This is an optimization exercise on Yosys and OpenROAD, whose aim is small area, a short achievable clock period and few clock cycles, not a production implementation.
The RTL was checked by simulation tests, not by an equivalence proof against the original design.

==> flow/design.v <==
module ntt_intt_top_reg (
    input  wire        clk,
    input  wire        rst,
    input  wire        start,
    input  wire        mode,       
    output wire        done,
    output wire [7:0]  bram_addr_a,
    output wire        bram_we_a,
    output wire [15:0] bram_din_a,
    input  wire [15:0] bram_dout_a,
    output wire [7:0]  bram_addr_b,
    output wire        bram_we_b,
    output wire [15:0] bram_din_b,
    input  wire [15:0] bram_dout_b
);
    localparam [12:0] Q = 13'd3329;
    function [11:0] zrom(input [6:0] k);
    begin
      case (k)
      7'd0: zrom = 12'd2285;
      7'd1: zrom = 12'd2571;
      7'd2: zrom = 12'd2970;
      7'd3: zrom = 12'd1812;
      7'd4: zrom = 12'd1493;
      7'd5: zrom = 12'd1422;
      7'd6: zrom = 12'd287;
      7'd7: zrom = 12'd202;
      7'd8: zrom = 12'd3158;
      7'd9: zrom = 12'd622;
      7'd10: zrom = 12'd1577;
      7'd11: zrom = 12'd182;
      7'd12: zrom = 12'd962;
      7'd13: zrom = 12'd2127;
      7'd14: zrom = 12'd1855;
      7'd15: zrom = 12'd1468;
      7'd16: zrom = 12'd573;
      7'd17: zrom = 12'd2004;
      7'd18: zrom = 12'd264;
      7'd19: zrom = 12'd383;
      7'd20: zrom = 12'd2500;
      7'd21: zrom = 12'd1458;
      7'd22: zrom = 12'd1727;
      7'd23: zrom = 12'd3199;
      7'd24: zrom = 12'd2648;
      7'd25: zrom = 12'd1017;
      7'd26: zrom = 12'd732;
      7'd27: zrom = 12'd608;
      7'd28: zrom = 12'd1787;
      7'd29: zrom = 12'd411;
      7'd30: zrom = 12'd3124;
      7'd31: zrom = 12'd1758;
      7'd32: zrom = 12'd1223;
      7'd33: zrom = 12'd652;
      7'd34: zrom = 12'd2777;
      7'd35: zrom = 12'd1015;
      7'd36: zrom = 12'd2036;
      7'd37: zrom = 12'd1491;
      7'd38: zrom = 12'd3047;
      7'd39: zrom = 12'd1785;
      7'd40: zrom = 12'd516;
      7'd41: zrom = 12'd3321;
      7'd42: zrom = 12'd3009;
      7'd43: zrom = 12'd2663;
      7'd44: zrom = 12'd1711;
      7'd45: zrom = 12'd2167;
      7'd46: zrom = 12'd126;
      7'd47: zrom = 12'd1469;
      7'd48: zrom = 12'd2476;
      7'd49: zrom = 12'd3239;
      7'd50: zrom = 12'd3058;
      7'd51: zrom = 12'd830;
      7'd52: zrom = 12'd107;
      7'd53: zrom = 12'd1908;
      7'd54: zrom = 12'd3082;
      7'd55: zrom = 12'd2378;
      7'd56: zrom = 12'd2931;
      7'd57: zrom = 12'd961;
      7'd58: zrom = 12'd1821;
      7'd59: zrom = 12'd2604;
      7'd60: zrom = 12'd448;
      7'd61: zrom = 12'd2264;
      7'd62: zrom = 12'd677;
      7'd63: zrom = 12'd2054;
      7'd64: zrom = 12'd2226;
      7'd65: zrom = 12'd430;
      7'd66: zrom = 12'd555;
      7'd67: zrom = 12'd843;
      7'd68: zrom = 12'd2078;
      7'd69: zrom = 12'd871;
      7'd70: zrom = 12'd1550;
      7'd71: zrom = 12'd105;
      7'd72: zrom = 12'd422;
      7'd73: zrom = 12'd587;
      7'd74: zrom = 12'd177;
      7'd75: zrom = 12'd3094;
      7'd76: zrom = 12'd3038;
      7'd77: zrom = 12'd2869;
      7'd78: zrom = 12'd1574;
      7'd79: zrom = 12'd1653;
      7'd80: zrom = 12'd3083;
      7'd81: zrom = 12'd778;
      7'd82: zrom = 12'd1159;
      7'd83: zrom = 12'd3182;
      7'd84: zrom = 12'd2552;
      7'd85: zrom = 12'd1483;
      7'd86: zrom = 12'd2727;
      7'd87: zrom = 12'd1119;
      7'd88: zrom = 12'd1739;
      7'd89: zrom = 12'd644;
      7'd90: zrom = 12'd2457;
      7'd91: zrom = 12'd349;
      7'd92: zrom = 12'd418;
      7'd93: zrom = 12'd329;
      7'd94: zrom = 12'd3173;
      7'd95: zrom = 12'd3254;
      7'd96: zrom = 12'd817;
      7'd97: zrom = 12'd1097;
      7'd98: zrom = 12'd603;
      7'd99: zrom = 12'd610;
      7'd100: zrom = 12'd1322;
      7'd101: zrom = 12'd2044;
      7'd102: zrom = 12'd1864;
      7'd103: zrom = 12'd384;
      7'd104: zrom = 12'd2114;
      7'd105: zrom = 12'd3193;
      7'd106: zrom = 12'd1218;
      7'd107: zrom = 12'd1994;
      7'd108: zrom = 12'd2455;
      7'd109: zrom = 12'd220;
      7'd110: zrom = 12'd2142;
      7'd111: zrom = 12'd1670;
      7'd112: zrom = 12'd2144;
      7'd113: zrom = 12'd1799;
      7'd114: zrom = 12'd2051;
      7'd115: zrom = 12'd794;
      7'd116: zrom = 12'd1819;
      7'd117: zrom = 12'd2475;
      7'd118: zrom = 12'd2459;
      7'd119: zrom = 12'd478;
      7'd120: zrom = 12'd3221;
      7'd121: zrom = 12'd3021;
      7'd122: zrom = 12'd996;
      7'd123: zrom = 12'd991;
      7'd124: zrom = 12'd958;
      7'd125: zrom = 12'd1869;
      7'd126: zrom = 12'd1522;
      7'd127: zrom = 12'd1628;
      default: zrom = 12'd0;
      endcase
    end
    endfunction
    function [22:0] agen(input [2:0] pp, input [7:0] cc, input md);
      reg [6:0] t, n;
      reg [7:0] x, ph, lm, pu, pd, X;
      reg [3:0] v;
      reg [4:0] v5;
      reg [6:0] kn, ki;
    begin
      if (cc[7]) t = {4'd0, cc[2:0] ^ {2'b00, (pp == 3'd0 || pp == 3'd1)}};
      else       t = cc[6:0];
      n = (pp == 3'd2 || pp == 3'd4 || pp == 3'd6) ? ~t : t;
      case (pp)
        3'd0: begin x = {1'b0, n[2:0], n[6:3]};               lm = 8'h80; end
        3'd1: begin x = {n[2], 1'b0, n[1:0], n[6:3]};         lm = 8'h40; end
        3'd2: begin x = {n[2], n[1], 1'b0, n[6:3], n[0]};     lm = 8'h20; end
        3'd3: begin x = {n[2], n[1], n[6], 1'b0, n[0], n[5:3]}; lm = 8'h10; end
        3'd4: begin x = {n[2], n[1], n[6], n[0], 1'b0, n[5:3]}; lm = 8'h08; end
        3'd5: begin x = {n[2], n[1], n[6:4], 1'b0, n[0], n[3]}; lm = 8'h04; end
        default: begin x = {n[2], n[1], n[6:4], n[0], 1'b0, n[3]}; lm = 8'h02; end
      endcase
      case (pp)
        3'd1: begin v5 = x[4:0] + 5'd1; ph = {x[7:5], v5}; end
        3'd2: begin v = x[4:1] + 4'd1; ph = {x[7:5], v, x[0]}; end
        3'd4: begin v = {x[5], x[2:0]} + 4'd1; ph = {x[7:6], v[3], x[4:3], v[2:0]}; end
        3'd6: begin v = {x[5:3], x[0]} + 4'd1; ph = {x[7:6], v[3:1], x[2:1], v[0]}; end
        default: ph = x;
      endcase
      pu = ph;
      pd = ph | lm;
      X = {x[1], x[2], x[3], x[4], x[5], x[6], x[7], x[0]};
      case (pp)
        3'd0: begin kn = 7'd1;             ki = {1'b1, ~X[7:2]}; end
        3'd1: begin kn = {6'd1, x[7]};     ki = {2'b01, ~X[7:3]}; end
        3'd2: begin kn = {5'd1, x[7:6]};   ki = {3'b001, ~X[7:4]}; end
        3'd3: begin kn = {4'd1, x[7:5]};   ki = {4'b0001, ~X[7:5]}; end
        3'd4: begin kn = {3'd1, x[7:4]};   ki = {5'b00001, ~X[7:6]}; end
        3'd5: begin kn = {2'd1, x[7:3]};   ki = {6'b000001, ~X[7]}; end
        default: begin kn = {1'b1, x[7:2]}; ki = 7'd1; end
      endcase
      if (md)
        agen = {pu[1], pu[2], pu[3], pu[4], pu[5], pu[6], pu[7], pu[0],
                pd[1], pd[2], pd[3], pd[4], pd[5], pd[6], pd[7], pd[0], ki};
      else
        agen = {pu, pd, kn};
    end
    endfunction
    reg        busy;
    reg [2:0]  p;         
    reg [7:0]  c;         
    reg        mode_r;
    reg        we_r;
    reg        done_r;
    reg [7:0]  addr_a_r, addr_b_r;
    reg [6:0]  k0, k1, k2;
    wire       last_c = (c == 8'd135);
    wire [2:0] p_n    = last_c ? p + 3'd1 : p;
    wire [7:0] c_n    = last_c ? 8'd0 : c + 8'd1;
    wire       fin    = last_c && (p == 3'd6);
    wire [22:0] ag    = agen(p_n, c_n, mode_r);
    always @(posedge clk or posedge rst) begin
      if (rst) begin
        busy   <= 1'b0;
        p      <= 3'd0;
        c      <= 8'd0;
        mode_r <= 1'b0;
        we_r   <= 1'b0;
        done_r <= 1'b0;
      end else begin
        done_r <= 1'b0;
        we_r   <= 1'b0;
        if (!busy) begin
          if (start) begin
            busy   <= 1'b1;
            p      <= 3'd0;
            c      <= 8'd0;
            mode_r <= mode;
          end
        end else if (fin) begin
          busy <= 1'b0;
        end else begin
          p      <= p_n;
          c      <= c_n;
          we_r   <= (c_n >= 8'd8);
          done_r <= (p_n == 3'd6) && (c_n == 8'd135);
        end
      end
    end
    always @(posedge clk) begin
      if (!busy) begin
        addr_a_r <= 8'd0;
        addr_b_r <= mode ? 8'd2 : 8'd128;
        k0       <= mode ? 7'd127 : 7'd1;
      end else begin
        {addr_a_r, addr_b_r, k0} <= ag;
      end
      k1 <= k0;
      k2 <= k1;
    end
    reg  [11:0] a0, b0;           
    reg  [12:0] m1;               
    reg  [11:0] a1, zr;
    reg  [24:0] p2;               
    reg  [11:0] a2;
    reg  [17:0] r1;        
    reg  [11:0] a3;
    reg  [12:0] r2;        
    reg  [11:0] a4;
    reg  [11:0] t5, a5;           
    reg  [11:0] o_up, o_dn;       
    wire [12:0] s2_s  = {1'b0, a0} + {1'b0, b0};
    wire [12:0] s2_sm = (s2_s >= Q) ? s2_s - Q : s2_s;
    wire [12:0] s2_h  = s2_sm[0] ? s2_sm + Q : s2_sm;
    wire [12:0] s2_d  = {1'b0, b0} + (Q - {1'b0, a0});
    wire [11:0] s4_l13 = {p2[7:0], 3'b000} + {1'b0, p2[7:0], 2'b00} + {4'b0000, p2[7:0]};
    wire [17:0] s4_r = {6'd0, s4_l13} - {1'b0, p2[24:8]};    
    wire [11:0] s5_l13 = {r1[7:0], 3'b000} + {1'b0, r1[7:0], 2'b00} + {4'b0000, r1[7:0]};
    wire [12:0] s5_r = {1'b0, s5_l13} - {{3{r1[17]}}, r1[17:8]};
    wire [12:0] s6_t = r2[12] ? r2 + Q : (r2 >= Q) ? r2 - Q : r2;
    wire [12:0] s7_sum  = {1'b0, a5} + {1'b0, t5};
    wire [12:0] s7_sumr = (s7_sum >= Q) ? s7_sum - Q : s7_sum;
    wire [12:0] s7_dif  = {1'b0, a5} - {1'b0, t5};
    wire [12:0] s7_difr = s7_dif[12] ? s7_dif + Q : s7_dif;
    wire [12:0] s7_h    = t5[0] ? {1'b0, t5} + Q : {1'b0, t5};
    always @(posedge clk) begin
      a0 <= bram_dout_a[11:0];
      b0 <= bram_dout_b[11:0];
      zr <= zrom(k2);
      m1 <= mode_r ? s2_d : {1'b0, b0};
      a1 <= mode_r ? s2_h[12:1] : a0;
      p2 <= m1 * zr;
      a2 <= a1;
      r1 <= s4_r;
      a3 <= a2;
      r2 <= s5_r;
      a4 <= a3;
      t5 <= s6_t[11:0];
      a5 <= a4;
      o_up <= mode_r ? a5 : s7_sumr[11:0];
      o_dn <= mode_r ? s7_h[12:1] : s7_difr[11:0];
    end
    assign bram_addr_a = addr_a_r;
    assign bram_addr_b = addr_b_r;
    assign bram_we_a   = we_r;
    assign bram_we_b   = we_r;
    assign bram_din_a  = {4'd0, o_up};
    assign bram_din_b  = {4'd0, o_dn};
    assign done        = done_r;
endmodule
==> flow/run.sh <==
#!/bin/bash
# synth_recipe.tcl (not shown) runs the flow's synth.tcl, then flattens the netlist and writes it again
# the make line also repeats each setting of config.mk as NAME=value (left out here)
make -C /OpenROAD-flow-scripts/flow DESIGN_CONFIG=/design/flow/config.mk WORK_HOME=/design/flow/orfs CLKGATE_MAP_FILE= SYNTH_SCRIPT=/design/flow/synth_recipe.tcl finish
==> flow/config.mk <==
export PLATFORM = sky130hd
export DESIGN_NAME = ntt_intt_top_reg
export DESIGN_NICKNAME = ntt_intt_top_reg
export VERILOG_FILES = /design/flow/design.v
export SDC_FILE = /design/flow/constraint.sdc
export NUM_CORES = 4
export LEC_CHECK = 0
export CAP_MARGIN = 20
export CORE_MARGIN = 2
export CORE_UTILIZATION = 40
export PLACE_DENSITY = 0.6
export SLEW_MARGIN = 20
export SYNTH_MEMORY_MAX_BITS = 4096
==> flow/constraint.sdc <==
create_clock -name core_clock -period 18.0 [get_ports {clk}]
set_input_delay 3.6000 -clock core_clock [delete_from_list [all_inputs] [get_ports {clk}]]
set_output_delay 3.6000 -clock core_clock [all_outputs]
set_load 0.01 [all_outputs]
==> run notes <==
-- sequential cells by signal, summed over array words and instances, names as in the netlist, 3 cells and up --
name	cells
p2	25
r1	18
m1	13
r2	13
a0	12
a1	12
a2	12
a3	12
a4	12
a5	12
b0	12
o_dn	12
o_up	12
t5	12
zr	12
addr_a_r	8
c	8
addr_b_r	7
k0	7
k1	7
k2	7
p	3
-- worst reg2reg max path: stages, from the launching register on --
cell and delay (ps):
dfxtp_1 740, nand2_1 190, fa_1 520, fa_1 550, inv_1 50, fa_1 500
fa_1 540, inv_1 50, fa_1 520, inv_1 40, ha_1 340, and2_1 150
o21ai_0 160, o31ai_1 130, o41ai_1 610, o2111ai_1 230, a21oi_1 320, o21bai_1 100
a21oi_1 180, xnor2_1 130
-- layer usage --
metal	part of all wire (%)	wire length [um]
met4	2.7	1430
met2	47	25300
met1	45	24400
met5	0.056	30
met3	4.6	2460
-- how the worst min path moves through the flow --
stage / slack [ps] / cells after the start / from / end
floorplan: 310 / 0 / a1[0] / a2[0]
global placement: 310 / 0 / a1[5] / a2[5]
detailed placement: 310 / 0 / a1[0] / a2[0]
CTS: 320 / 0 / a4[9] / a5[9]
global route: 320 / 0 / a4[0] / a5[0]
finish: 320 / 0 / a4[9] / a5[9]
-- logic make-up after synthesis --
| kind of cell | synth area share, % |
|---|---|
| AND/OR/NAND/NOR | 17.0 |
| AO/OA/AOI/OAI | 18.9 |
| buffers and inverters | 8.44 |
| adder cells (fa/ha/maj) | 24.6 |
| flip-flops | 24.2 |
| XOR/XNOR | 5.58 |
| multiplexers | 1.31 |
| other | 0.0177 |
-- through the flow --
step | instance area, um^2 | setup WS (ps) | util (%)
4_1_cts | 23200 | 11840 | 44.3
5_1_grt | 23200 | 11440 | 44.3
3_5_place_dp | 22300 | 11870 | 42.5
3_3_place_gp | 22300 | 11970 | 42.5
6_report | 23200 | 11860 | 44.3
2_1_floorplan | 21200 | 12590 | -
-- area by class of cell --
type / count / area [um^2] / area share [%]
multi-input combinational: 1872 / 14300 / 61.5
sequential: 252 / 5130 / 22.0
inverter: 313 / 1170 / 5.05
tap: 688 / 861 / 3.70
clock buffer: 39 / 833 / 3.58
timing repair buffer: 85 / 813 / 3.50
clock inverter: 14 / 140 / 0.603
-- cells in the final DEF, fill, tap and decap left out, types with 14 or more instances in the layout --
| master | instances |
|---|---|
| o31ai_1 | 15 |
| and2_1 | 72 |
| o21a_1 | 16 |
| nand2b_1 | 26 |
| xor2_1 | 37 |
| o21bai_1 | 24 |
| a21oi_1 | 159 |
| nor3_1 | 46 |
| xnor2_1 | 97 |
| ha_1 | 188 |
| o21ai_0 | 143 |
| nand4_1 | 19 |
| a21o_1 | 22 |
| dfrtp_1 | 14 |
| fa_1 | 143 |
| or3_1 | 15 |
| a31oi_1 | 41 |
| nor2b_1 | 27 |
| clkdlybuf4s50_1 | 70 |
| and3_1 | 22 |
| nand3_1 | 48 |
| clkbuf_16 | 29 |
| buf_4 | 15 |
| dfxtp_1 | 235 |
| a211oi_1 | 23 |
| nand2_1 | 275 |
| inv_1 | 310 |
| o211ai_1 | 33 |
| nor2_1 | 163 |
==> run notes <==
* CP Data Required Time at 18,500 ps
* Crit path to: p2[21]
* Hold Vio Cnt, Final at 0
* Max cap viols at 0
* Post-CTS setup buffers at 0
* F_max at 0.163 GHz
* Setup violations, final at 0
* Post-CTS Resized at 0
* Fill cells at 5,161
* Critical Path Slowest Stage Cell: dfxtp_1
* Reg2reg setup slack at 11,860 ps
* Final period util at 34.1%
* Nets at 2,920
* EDFF count, synth at 0
* GR Overflow Total at 0
* Hold_buf cts at 0
* Global-route wire length before repair at 88,100 um
* CP max FO at 12
* Via count at 17.8k
* Met3 Track Usage GR at 2.15%
* Clock tree buffer depth at 3
* Max-Slew Margin vs Limit at 30.3%
* Final hold slack at 317 ps
* Initial antenna violation count at 2
* Fin crit period at 6140 ps
* Worst skew pair latency at 560 ps
* DR pass1 iterations at 8
* Commonest cells in the netlist: inv_1 (310), nand2_1 (275), dfxtp_1 (237)
* Vias/cell at 5.45
* Core region area at 52,400 um^2
* Post-synth top area share at 22.4%
* Number of global-route vias before repair at 17.3k
* CTS tree: done
* Maximum level of the CTS H-tree at 1
* GPL Wtd Cong at 0.923
* Die Wd at 234 um
* Top post-synthesis cells by area: dfxtp_1 (22%), fa_1 (14%), ha_1 (11%), inv_1 (5.5%), nand2_1 (4.9%)
* Setup_tns at 0 ps
* Port Buf Inserts at 70
* Status: complete, no violations
* Clk slew on worst S/H paths at 60 ps
* Reg2Reg Depth at 19
* DRT Wirelength at 53,600 um
* Worst-margin pin slew at 1040 ps
* Ys flop type: dfxtp_1
* Clock root buffer: clkbuf_16
* Critical path arrival at 6640 ps
* Critical path launch point: m1[2]
* Sink Count at 252
* Fin cells at 3,263
* Post-Syn Area at 21,200 um^2
* CP Depth at 19
* Ys Warns at 1
* FF-to-FF Start: m1[2]
* Final HPWL DP at 40,800 um
* Drt drc at 0
* Crit path cell chain: nand2_1 > fa_1 > fa_1 > inv_1 > fa_1 > fa_1 > inv_1 > fa_1 > inv_1 > ha_1 > and2_1 > o21ai_0 > o31ai_1 > o41ai_1 > o2111ai_1 > a21oi_1 > o21bai_1 > a21oi_1 > xnor2_1
* Synth-to-layout area growth at 9.80%
* Worst r2r dst: p2[21]
* Delay-heaviest family, CP: adder cells
* Total track usage at 19.6%
* Most frequent CP cell: fa_1
* CTS buffer count at 29
* Post-route ant nets at 0
* Most frequent cell after synthesis: inv_1
* Rows at 84
* RSZ-0062 raised after global routing: false
* Largest net degree at the start of global routing at 106
* Drt wl/cell at 16.4 um
* Flops & latches, synth at 252
* Setup CP Type: reg2reg
* Seq/Total Area, Yosys at 24.2%
* Die ar. at 54,800 um^2
* Yosys top cell by area: dfxtp_1
* M2 GR Usage at 33.3%
* Startpoint types: flop
* Placed Instances at 3,210
* Starting Density at 40.4%
* Max Slew Vio Count at 0
* Hold/Removal Path Class: reg2reg
* Max incr delay on CP at 740 ps
* Die H at 234 um
* Layout cells sized above 1 at 4.12%
* Post-Syn Instances at 2,580
* Layout Skew at 14.8 ps
* DRT iter0 DRCs at 1,353
* Global Route met1 Usage at 26.2%
* Diodes inserted at 0
* Most Crowded Layer GR: met2
* # IOs at 87
* CP Capture Type: flop
* Async SR Flop Fraction at 5.95%
* Unique masters post-synth at 87
* Mean post-synth cell area at 8.21 um^2
* Crit path buf inv count at 3
Testbench counts, summed over its fixed seeds: cycles 30,496.

-- afterwards: timing with drivers on the ports --
No port has a modelled driver above. Below, the same layout with a new extraction and two added sets of constraints.
Step 1 assumes that a clkbuf_16 drives the clock port and a buf_2 every other input.
Step 2 also shifts input and output timing later by t, the mid clock arrival at the registers, as if the neighbouring blocks saw the same clock.
Three values: no drivers, after step 1, after step 2; two values: the first two.
t (ns): 0.613
setup slack, ns: 11.856 / 11.856 / 11.856
hold slack, ns: 0.317 / 0.317 / 0.317
slew at the worst register clock pin (ns): 0.06 / 0.06
pins driven straight from the clock port: 1
After both steps this run still meets setup and hold. For this run, drivers alone change the setup slack by 0.000 ns; drivers and shift together by 0.000 ns.
